Source: an optimization exercise on an open RTL-to-GDS flow (aim: small area). Production flows keep margins and buffers that such runs may drop.
Where RTL was checked, it was by simulation tests only, not by an equivalence proof against the original.

==> flow/design.v <==
`timescale 1ns / 1ps
module PC(
    input clk,
    input rst,
    input jmp,
    output reg [15:0] count
);
    wire [16:0] c;
    assign c[0] = 1'b1;
    genvar i;
    generate
        for (i = 0; i < 16; i = i + 1) begin : g_inc
            assign c[i+1] = c[i] & count[i];
        end
    endgenerate
    wire [15:0] next = count ^ c[15:0];
    always @(posedge clk or posedge rst) begin
        if (rst)
            count <= 16'b0;
        else if (jmp)
            count <= 16'b0;
        else
            count <= next;
    end
endmodule
module ControlUnit (
    input  [3:0] opcode,
    output reg_write,    
    output addsub,       
    output inv,          
    output sel_mul,
    output sel_div,
    output sel_arr,      
    output sel_and,
    output sel_or,
    output sel_xor,
    output sel_not,
    output sel_ld,
    output mem_en,
    output mem_we,
    output jmp
);
    wire [15:0] d = 16'b1 << opcode;
    assign addsub    = d[0] | d[1] | d[11];
    assign inv       = d[1] | d[3];
    assign sel_mul   = d[2];
    assign sel_div   = d[3];
    assign sel_arr   = d[0] | d[1] | d[2] | d[11];
    assign sel_and   = d[4];
    assign sel_or    = d[5];
    assign sel_xor   = d[6];
    assign sel_not   = d[7];
    assign sel_ld    = d[8];
    assign mem_en    = d[8] | d[9];
    assign mem_we    = d[9];
    assign jmp       = d[12];
    assign reg_write = ~(d[9] | d[12] | d[13] | d[14] | d[15]);
endmodule
`timescale 1ns / 1ps
module RegisterFile(
    input clk,
    input rst,
    input [3:0] read_addr1,
    input [3:0] read_addr2,
    input [3:0] write_addr,
    input [15:0] write_data,
    input write_enable,
    output [15:0] read_data1,
    output [15:0] read_data2
);
    reg [15:0] registers [0:15];
    reg [15:0] valid;
    wire [15:0] wsel = write_enable ? (16'b1 << write_addr) : 16'b0;
    wire [15:0] r1sel = (16'b1 << read_addr1) & valid;
    wire [15:0] r2sel = (16'b1 << read_addr2) & valid;
    always @(posedge clk or posedge rst) begin
        if (rst)
            valid <= 16'b0;
        else
            valid <= valid | wsel;
    end
    integer k;
    always @(posedge clk) begin
        for (k = 0; k < 16; k = k + 1)
            if (wsel[k]) registers[k] <= write_data;
    end
    reg [15:0] d1, d2;
    always @(*) begin
        d1 = 16'b0;
        d2 = 16'b0;
        for (k = 0; k < 16; k = k + 1) begin
            d1 = d1 | (registers[k] & {16{r1sel[k]}});
            d2 = d2 | (registers[k] & {16{r2sel[k]}});
        end
    end
    assign read_data1 = d1;
    assign read_data2 = d2;
endmodule
`timescale 1ns / 1ps
module addrow #(parameter W = 16) (
    input  [W-1:0] x,
    input  [W-1:0] y,
    input  cin,
    input  take,
    output [W-1:0] r,
    output cout,
    output [W-1:0] tt,    
    output [W-1:0] gg     
);
    localparam integer L = (W > 8) ? 4 : (W > 4) ? 3 : (W > 2) ? 2 : (W > 1) ? 1 : 0;
    wire [W-1:0] t = x | y;
    wire [W-1:0] g0 = x & y;
    assign tt = t;
    assign gg = g0;
    wire [W-1:0] G [0:L];
    wire [W-1:0] P [0:L];
    wire [W-1:0] cinv = cin;
    assign G[0] = g0 | (t & cinv);
    assign P[0] = t;
    genvar l, j;
    generate
        for (l = 0; l < L; l = l + 1) begin : g_lvl
            for (j = 0; j < W; j = j + 1) begin : g_bit
                if (j & (1 << l)) begin : g_comb
                    localparam integer K = ((j >> (l + 1)) << (l + 1)) + (1 << l) - 1;
                    assign G[l+1][j] = G[l][j] | (P[l][j] & G[l][K]);
                    assign P[l+1][j] = P[l][j] & P[l][K];
                end else begin : g_pass
                    assign G[l+1][j] = G[l][j];
                    assign P[l+1][j] = P[l][j];
                end
            end
        end
    endgenerate
    wire [W:0] c = {G[L], cin};
    assign r = x ^ ({W{take}} & (y ^ c[W-1:0]));
    assign cout = c[W];
endmodule
module muldiv(
    input  [15:0] A,
    input  [15:0] B,
    input  mul,
    input  div,
    input  inv,
    output [15:0] v0,    
    output [15:0] q,     
    output [15:0] px,    
    output [15:0] gx,    
    output bnz           
);
    wire [15:0] by = B ^ {16{inv}};
    wire [16:0] hz;
    assign hz[16] = 1'b1;
    genvar i, j;
    generate
        for (i = 15; i >= 0; i = i - 1) begin : g_hz
            assign hz[i] = hz[i+1] & ~B[i];
        end
    endgenerate
    wire [15:0] v [0:16];
    assign v[16] = 16'b0;
    wire [15:0] qq;
    generate
        for (i = 15; i >= 0; i = i - 1) begin : g_row
            localparam integer W = 16 - i;
            wire xin = A[i] & ~mul;
            wire [W-1:0] x;
            if (W == 1) begin : g_x1
                assign x = xin;
            end else begin : g_xn
                assign x = {v[i+1][W-2:0], xin};
            end
            wire [W-1:0] r, rt, rg;
            wire co;
            wire take;
            addrow #(.W(W)) u_add(.x(x), .y(by[W-1:0]), .cin(inv), .take(take), .r(r),
                                  .cout(co), .tt(rt), .gg(rg));
            assign qq[i] = hz[W] & co;
            if (i > 0) begin : g_tk
                assign take = (div & qq[i]) | (mul & A[i]);
            end else begin : g_tk0
                assign take = ~mul | A[i];
                assign px = rt & ~rg;
                assign gx = rg;
            end
            if (W < 16) begin : g_r
                assign v[i][15:W] = 0;
            end
            assign v[i][W-1:0] = r;
        end
    endgenerate
    assign v0 = v[0];
    assign q = qq;
    assign bnz = ~hz[0];
endmodule
module alu(
    input  [15:0] A,
    input  [15:0] B,
    input  [15:0] mem_rd_data,
    input  addsub, inv, sel_mul, sel_div, sel_arr, sel_and, sel_or, sel_xor, sel_not, sel_ld,
    output [15:0] result
);
    wire [15:0] v0, quot, px, gx;
    wire bnz;
    muldiv u_md(.A(A), .B(B), .mul(sel_mul), .div(sel_div), .inv(inv),
                .v0(v0), .q(quot), .px(px), .gx(gx), .bnz(bnz));
    assign result = ({16{sel_arr}} & v0)
                  | ({16{sel_div & bnz}} & quot)
                  | ({16{sel_and}} & gx)
                  | ({16{sel_or}}  & (px | gx))
                  | ({16{sel_xor}} & px)
                  | ({16{sel_not}} & ~A)
                  | ({16{sel_ld}}  & mem_rd_data);
endmodule
`timescale 1ns / 1ps
module Datapath(
    input clk,
    input rst,
    input [15:0] gpio_in,
    output [15:0] gpio_out,
    output [15:0] imem_addr,
    input  [15:0] imem_rdata,
    output        dmem_en,
    output        dmem_we,
    output [15:0] dmem_addr,
    output [15:0] dmem_wdata,
    input  [15:0] dmem_rdata
);
    wire [3:0] opcode = imem_rdata[15:12];
    wire [3:0] rs1 = imem_rdata[11:8];
    wire [3:0] rs2 = imem_rdata[7:4];
    wire [3:0] rd  = imem_rdata[3:0];
    wire [15:0] A, B, result;
    wire reg_write, addsub, inv, sel_mul, sel_div, sel_arr;
    wire sel_and, sel_or, sel_xor, sel_not, sel_ld, jmp;
    ControlUnit cu(
        .opcode(opcode), .reg_write(reg_write), .addsub(addsub), .inv(inv),
        .sel_mul(sel_mul), .sel_div(sel_div), .sel_arr(sel_arr),
        .sel_and(sel_and), .sel_or(sel_or), .sel_xor(sel_xor), .sel_not(sel_not),
        .sel_ld(sel_ld), .mem_en(dmem_en), .mem_we(dmem_we), .jmp(jmp)
    );
    PC pc_inst(.clk(clk), .rst(rst), .jmp(jmp), .count(imem_addr));
    RegisterFile rf(
        .clk(clk), .rst(rst),
        .read_addr1(rs1), .read_addr2(rs2), .write_addr(rd),
        .write_data(result), .write_enable(reg_write),
        .read_data1(A), .read_data2(B)
    );
    alu alu_inst(
        .A(A), .B(B), .mem_rd_data(dmem_rdata),
        .addsub(addsub), .inv(inv), .sel_mul(sel_mul), .sel_div(sel_div), .sel_arr(sel_arr),
        .sel_and(sel_and), .sel_or(sel_or), .sel_xor(sel_xor), .sel_not(sel_not),
        .sel_ld(sel_ld), .result(result)
    );
    assign gpio_out   = A;
    assign dmem_addr  = B;
    assign dmem_wdata = A;
endmodule
==> flow/config.mk <==
export PLATFORM = sky130hd
export DESIGN_NAME = Datapath
export DESIGN_NICKNAME = Datapath
export VERILOG_FILES = /design/flow/design.v
export SDC_FILE = /design/flow/constraint.sdc
export NUM_CORES = 4
export LEC_CHECK = 0
export ABC_AREA = 1
export CAP_MARGIN = 20
export CORE_MARGIN = 2
export CORE_UTILIZATION = 55
export CTS_BUF_LIST = sky130_fd_sc_hd__clkbuf_8
export CTS_CLUSTER_DIAMETER = 200
export CTS_CLUSTER_SIZE = 12
export SLEW_MARGIN = 20
==> flow/constraint.sdc <==
create_clock -name core_clock -period 45.0 [get_ports {clk}]
set_input_delay 9.0000 -clock core_clock [delete_from_list [all_inputs] [get_ports {clk}]]
set_output_delay 9.0000 -clock core_clock [all_outputs]
set_load 0.01 [all_outputs]
standard.sh (not shown) runs the stock make flow with config.mk's settings and CLKGATE_MAP_FILE= SYNTH_SCRIPT=/design/flow/synth_recipe.tcl, a recipe that flattens the netlist after the stock synthesis.
==> flow/flow/run.sh <==
#!/bin/bash
# The standard layout with these changes:
#  - synthesis is the standard flow's own script (synth_recipe.tcl and ORFS's synth.tcl),
#    except that ABC maps the logic with flow/area.script (area-oriented
#    mapping) instead of ORFS's script, and ORFS's full-adder extraction is
#    off (ADDER_MAP_FILE empty), so ABC maps the adders too;
#  - ports are buffered with sky130_fd_sc_hd__buf_1.
# make/ORFS output goes to standard.log here (and to ORFS's logs/).
set -euo pipefail
W=$(pwd)
F=$W/flow
sed "s|log_cmd abc {\*}\$abc_args|log_cmd abc {*}[lreplace \$abc_args 1 1 $F/area.script]|" \
    "$FLOW_HOME/scripts/synth.tcl" > "$W/synth_custom.tcl"
grep -q "$F/area.script" "$W/synth_custom.tcl"
sed "s|\$::env(SCRIPTS_DIR)/synth.tcl|$W/synth_custom.tcl|" "$W/synth_recipe.tcl" > "$W/my_synth.tcl"
grep -q "synth_custom.tcl" "$W/my_synth.tcl"
bash "$W/standard.sh" SYNTH_SCRIPT="$W/my_synth.tcl" ADDER_MAP_FILE= \
    "BUFFER_PORTS_ARGS=-buffer_cell sky130_fd_sc_hd__buf_1" finish > "$W/standard.log" 2>&1
==> flow/flow/area.script <==
strash
dch
map -a
topo
stime -c
Edit:
--- a/flow/design.v
+++ b/flow/design.v
@@ -99,26 +99,23 @@
 `timescale 1ns / 1ps
 module addrow #(parameter W = 16) (
     input  [W-1:0] x,
     input  [W-1:0] y,
     input  cin,
-    input  take,
-    output [W-1:0] r,
+    output [W-1:0] s,
     output cout,
-    output [W-1:0] tt,    
+    output [W-1:0] pp,    
     output [W-1:0] gg     
 );
     localparam integer L = (W > 8) ? 4 : (W > 4) ? 3 : (W > 2) ? 2 : (W > 1) ? 1 : 0;
-    wire [W-1:0] t = x | y;
+    wire [W-1:0] p = x ^ y;
     wire [W-1:0] g0 = x & y;
-    assign tt = t;
-    assign gg = g0;
     wire [W-1:0] G [0:L];
     wire [W-1:0] P [0:L];
     wire [W-1:0] cinv = cin;
-    assign G[0] = g0 | (t & cinv);
-    assign P[0] = t;
+    assign G[0] = g0 | (p & cinv);
+    assign P[0] = p;
     genvar l, j;
     generate
         for (l = 0; l < L; l = l + 1) begin : g_lvl
             for (j = 0; j < W; j = j + 1) begin : g_bit
                 if (j & (1 << l)) begin : g_comb
@@ -130,12 +127,14 @@
                     assign P[l+1][j] = P[l][j];
                 end
             end
         end
     endgenerate
+    assign pp = p;
+    assign gg = g0;
     wire [W:0] c = {G[L], cin};
-    assign r = x ^ ({W{take}} & (y ^ c[W-1:0]));
+    assign s = p ^ c[W-1:0];
     assign cout = c[W];
 endmodule
 module muldiv(
     input  [15:0] A,
     input  [15:0] B,
@@ -168,23 +167,24 @@
             if (W == 1) begin : g_x1
                 assign x = xin;
             end else begin : g_xn
                 assign x = {v[i+1][W-2:0], xin};
             end
-            wire [W-1:0] r, rt, rg;
+            wire [W-1:0] s, rp, rg;
             wire co;
+            addrow #(.W(W)) u_add(.x(x), .y(by[W-1:0]), .cin(inv), .s(s), .cout(co),
+                                  .pp(rp), .gg(rg));
+            assign qq[i] = hz[W] & co;
             wire take;
-            addrow #(.W(W)) u_add(.x(x), .y(by[W-1:0]), .cin(inv), .take(take), .r(r),
-                                  .cout(co), .tt(rt), .gg(rg));
-            assign qq[i] = hz[W] & co;
             if (i > 0) begin : g_tk
                 assign take = (div & qq[i]) | (mul & A[i]);
             end else begin : g_tk0
                 assign take = ~mul | A[i];
-                assign px = rt & ~rg;
+                assign px = rp;
                 assign gx = rg;
             end
+            wire [W-1:0] r = take ? s : x;
             if (W < 16) begin : g_r
                 assign v[i][15:W] = 0;
             end
             assign v[i][W-1:0] = r;
         end
Die area rose by about 2.1%. Global-route usage climbs by 0.69 points. Routed wire length rises by about 4%. Final area is higher by 3.3%.

* * *

Starts from the design.v that is shown in full above.
==> flow/config.mk <==
export PLATFORM = sky130hd
export DESIGN_NAME = Datapath
export DESIGN_NICKNAME = Datapath
export VERILOG_FILES = /design/flow/design.v
export SDC_FILE = /design/flow/constraint.sdc
export NUM_CORES = 4
export LEC_CHECK = 0
export ABC_AREA = 1
export CAP_MARGIN = 20
export CORE_MARGIN = 2
export CORE_UTILIZATION = 55
export CTS_BUF_LIST = sky130_fd_sc_hd__clkbuf_8
export CTS_CLUSTER_DIAMETER = 200
export CTS_CLUSTER_SIZE = 12
export SLEW_MARGIN = 20
==> flow/constraint.sdc <==
create_clock -name core_clock -period 45.0 [get_ports {clk}]
set_input_delay 9.0000 -clock core_clock [delete_from_list [all_inputs] [get_ports {clk}]]
set_output_delay 9.0000 -clock core_clock [all_outputs]
set_load 0.01 [all_outputs]
==> flow/flow/area.script <==
strash
&get -n
&dch -f
&nf -R 1000
&put
strash
&get -n
&dch -f
&nf -R 1000
&put
strash
&get -n
&dch -f
&nf -R 1000
&put
topo
stime -c
Scripts as last shown in full above: flow/flow/run.sh
Rerun with:
--- a/flow/design.v
+++ b/flow/design.v
@@ -130,11 +130,21 @@
                     assign P[l+1][j] = P[l][j];
                 end
             end
         end
     endgenerate
-    wire [W:0] c = {G[L], cin};
+    wire [W:0] c;
+    generate
+        if (W <= 6) begin : g_rip
+            assign c[0] = cin;
+            for (j = 0; j < W; j = j + 1) begin : g_c
+                assign c[j+1] = g0[j] | (t[j] & c[j]);
+            end
+        end else begin : g_pfx
+            assign c = {G[L], cin};
+        end
+    endgenerate
     assign r = x ^ ({W{take}} & (y ^ c[W-1:0]));
     assign cout = c[W];
 endmodule
 module muldiv(
     input  [15:0] A,
After rerunning:
- The new run completed with no timing, DRC or antenna violations
- clock-buffer cell count stays the same
- final area increases by 3.6%
- wire length shrinks by 1.2%
- first-iteration DRC count came out higher by 4.3%
Only the layout flow was run in the second run of this note; the RTL was not checked for function there.

* * *

Starts from the design.v that is shown in full above.
clock: 45.0 ns
lec_check: 0
abc_area: 1
cap_margin: 20
core_margin: 2
core_utilization: 55
cts_buf_list: sky130_fd_sc_hd__clkbuf_8
cts_cluster_diameter: 200
cts_cluster_size: 12
slew_margin: 20
==> flow/flow/area.script <==
strash
dch
map -a
strash
dch
map -a
strash
dch
map -a
topo
stime -c
Scripts as last shown in full above: flow/flow/run.sh
==> next run, changes <==
--- a/flow/design.v
+++ b/flow/design.v
@@ -133,5 +133,15 @@
         end
     endgenerate
-    wire [W:0] c = {G[L], cin};
+    wire [W:0] c;
+    generate
+        if (W <= 6) begin : g_rip
+            assign c[0] = cin;
+            for (j = 0; j < W; j = j + 1) begin : g_c
+                assign c[j+1] = g0[j] | (t[j] & c[j]);
+            end
+        end else begin : g_pfx
+            assign c = {G[L], cin};
+        end
+    endgenerate
     assign r = x ^ ({W{take}} & (y ^ c[W-1:0]));
     assign cout = c[W];
After rerunning: Non-clock buffer count is lower by 3. Clock skew is about the same. Worst setup slack gets worse by 0.25 ns. Maximum frequency falls by 0.60%. Area after synthesis fell by 0.66%. Via count came out lower by 1.2%. First-iteration DRC count decreases by 9.1%. Design area climbs by 0.43%. Clock-buffer cell count stays the same.
No functional check of the RTL was part of the second run of this note.

* * *

Another version of the RTL of Datapath (not shown whole).
Size: roughly 2500 cells after synthesis, about 120 I/O pins, about 0.021 mm^2 of cells after synthesis.
==> module addrow, before the edit <==
module addrow #(parameter W = 16) (
    input  [W-1:0] x,
    input  [W-1:0] y,
    input  cin,
    output [W-1:0] s,
    output cout
);
    localparam integer L = (W > 8) ? 4 : (W > 4) ? 3 : (W > 2) ? 2 : (W > 1) ? 1 : 0;
    wire [W-1:0] p = x ^ y;
    wire [W-1:0] g0 = x & y;
    wire [W-1:0] G [0:L];
    wire [W-1:0] P [0:L];
    assign G[0] = {g0[W-1:1], g0[0] | (p[0] & cin)};
    assign P[0] = p;
    genvar l, j;
    generate
        for (l = 0; l < L; l = l + 1) begin : g_lvl
            for (j = 0; j < W; j = j + 1) begin : g_bit
                if (j & (1 << l)) begin : g_comb
                    localparam integer K = ((j >> (l + 1)) << (l + 1)) + (1 << l) - 1;
                    assign G[l+1][j] = G[l][j] | (P[l][j] & G[l][K]);
                    assign P[l+1][j] = P[l][j] & P[l][K];
                end else begin : g_pass
                    assign G[l+1][j] = G[l][j];
                    assign P[l+1][j] = P[l][j];
                end
            end
        end
    endgenerate
    wire [W:0] c = {G[L], cin};
    assign s = p ^ c[W-1:0];
    assign cout = c[W];
endmodule
export LEC_CHECK = 0
export ABC_AREA = 1
export CAP_MARGIN = 20
export CORE_MARGIN = 2
export CORE_UTILIZATION = 40
export SLEW_MARGIN = 20
create_clock -name core_clock -period 45.0 [get_ports {clk}]
run.sh (not shown) runs the stock make flow with config.mk's settings and CLKGATE_MAP_FILE= SYNTH_SCRIPT=/design/flow/synth_recipe.tcl, a recipe that flattens the netlist after the stock synthesis.
Stock flow here: none of the scripts above is used.
Edit:
--- a/flow/design.v
+++ b/flow/design.v
@@ -92,13 +92,13 @@
     input  [W-1:0] x,
     input  [W-1:0] y,
     input  cin,
     output [W-1:0] s,
     output cout
 );
-    localparam integer L = (W > 8) ? 4 : (W > 4) ? 3 : (W > 2) ? 2 : (W > 1) ? 1 : 0;
+    localparam integer L = (W <= 1) ? 0 : $clog2(W);
     wire [W-1:0] p = x ^ y;
     wire [W-1:0] g0 = x & y;
     wire [W-1:0] G [0:L];
     wire [W-1:0] P [0:L];
     assign G[0] = {g0[W-1:1], g0[0] | (p[0] & cin)};
     assign P[0] = p;
What happened: Via count is unchanged. First-iteration DRC count does not change. Final cell count stays the same. Worst setup slack is unchanged. Worst hold slack stays the same. Die area stays the same. Global-route usage stays the same. Non-clock buffer count is unchanged.
The RTL of the second run of this note was laid out without a check of its function.

==> re-timing with driven ports <==
No port has a modelled driver above. Below, the same layouts with a new extraction and two added sets of constraints.
Step 1 assumes that a clkbuf_16 drives the clock port and a buf_2 every other input.
Step 2 moves the port delays by t, midway between the first and last clock arrival at a register: inputs arrive t later, outputs are due t later. That takes back most of the time a late clock gives input paths.
Slacks: ideal ports / drivers / drivers and shift; pairs: ideal ports / drivers.
| run | t (ns) | slack for setup (ns) | worst setup path after step 2 | worst slew at a driven data input, ns |
|---|---|---|---|---|
| the first run of note 1 | 0.640 | 3.513 / 3.542 / 2.902 | input to register | 0.04 |
| the second run of note 1 | 0.654 | 2.658 / 2.681 / 2.027 | input to register | 0.03 |
| the first run of note 2 | 0.615 | 2.070 / 2.078 / 1.463 | input to register | 0.04 |
| the second run of note 2 | 0.627 | 2.399 / 2.426 / 1.799 | input to register | 0.04 |
| the first run of note 3 | 0.635 | 3.377 / 3.405 / 2.770 | input to register | 0.04 |
| the second run of note 3 | 0.639 | 3.125 / 3.155 / 2.516 | input to register | 0.04 |
| the first run of note 4 | 0.641 | 2.494 / 2.519 / 1.878 | input to register | 0.05 |
| the second run of note 4 | 0.641 | 2.494 / 2.519 / 1.878 | input to register | 0.05 |
After both steps setup and hold are still met in every run listed. For the second run of note 1, which loses most, drivers alone change the setup slack by +0.023 ns; drivers and shift together by -0.631 ns.
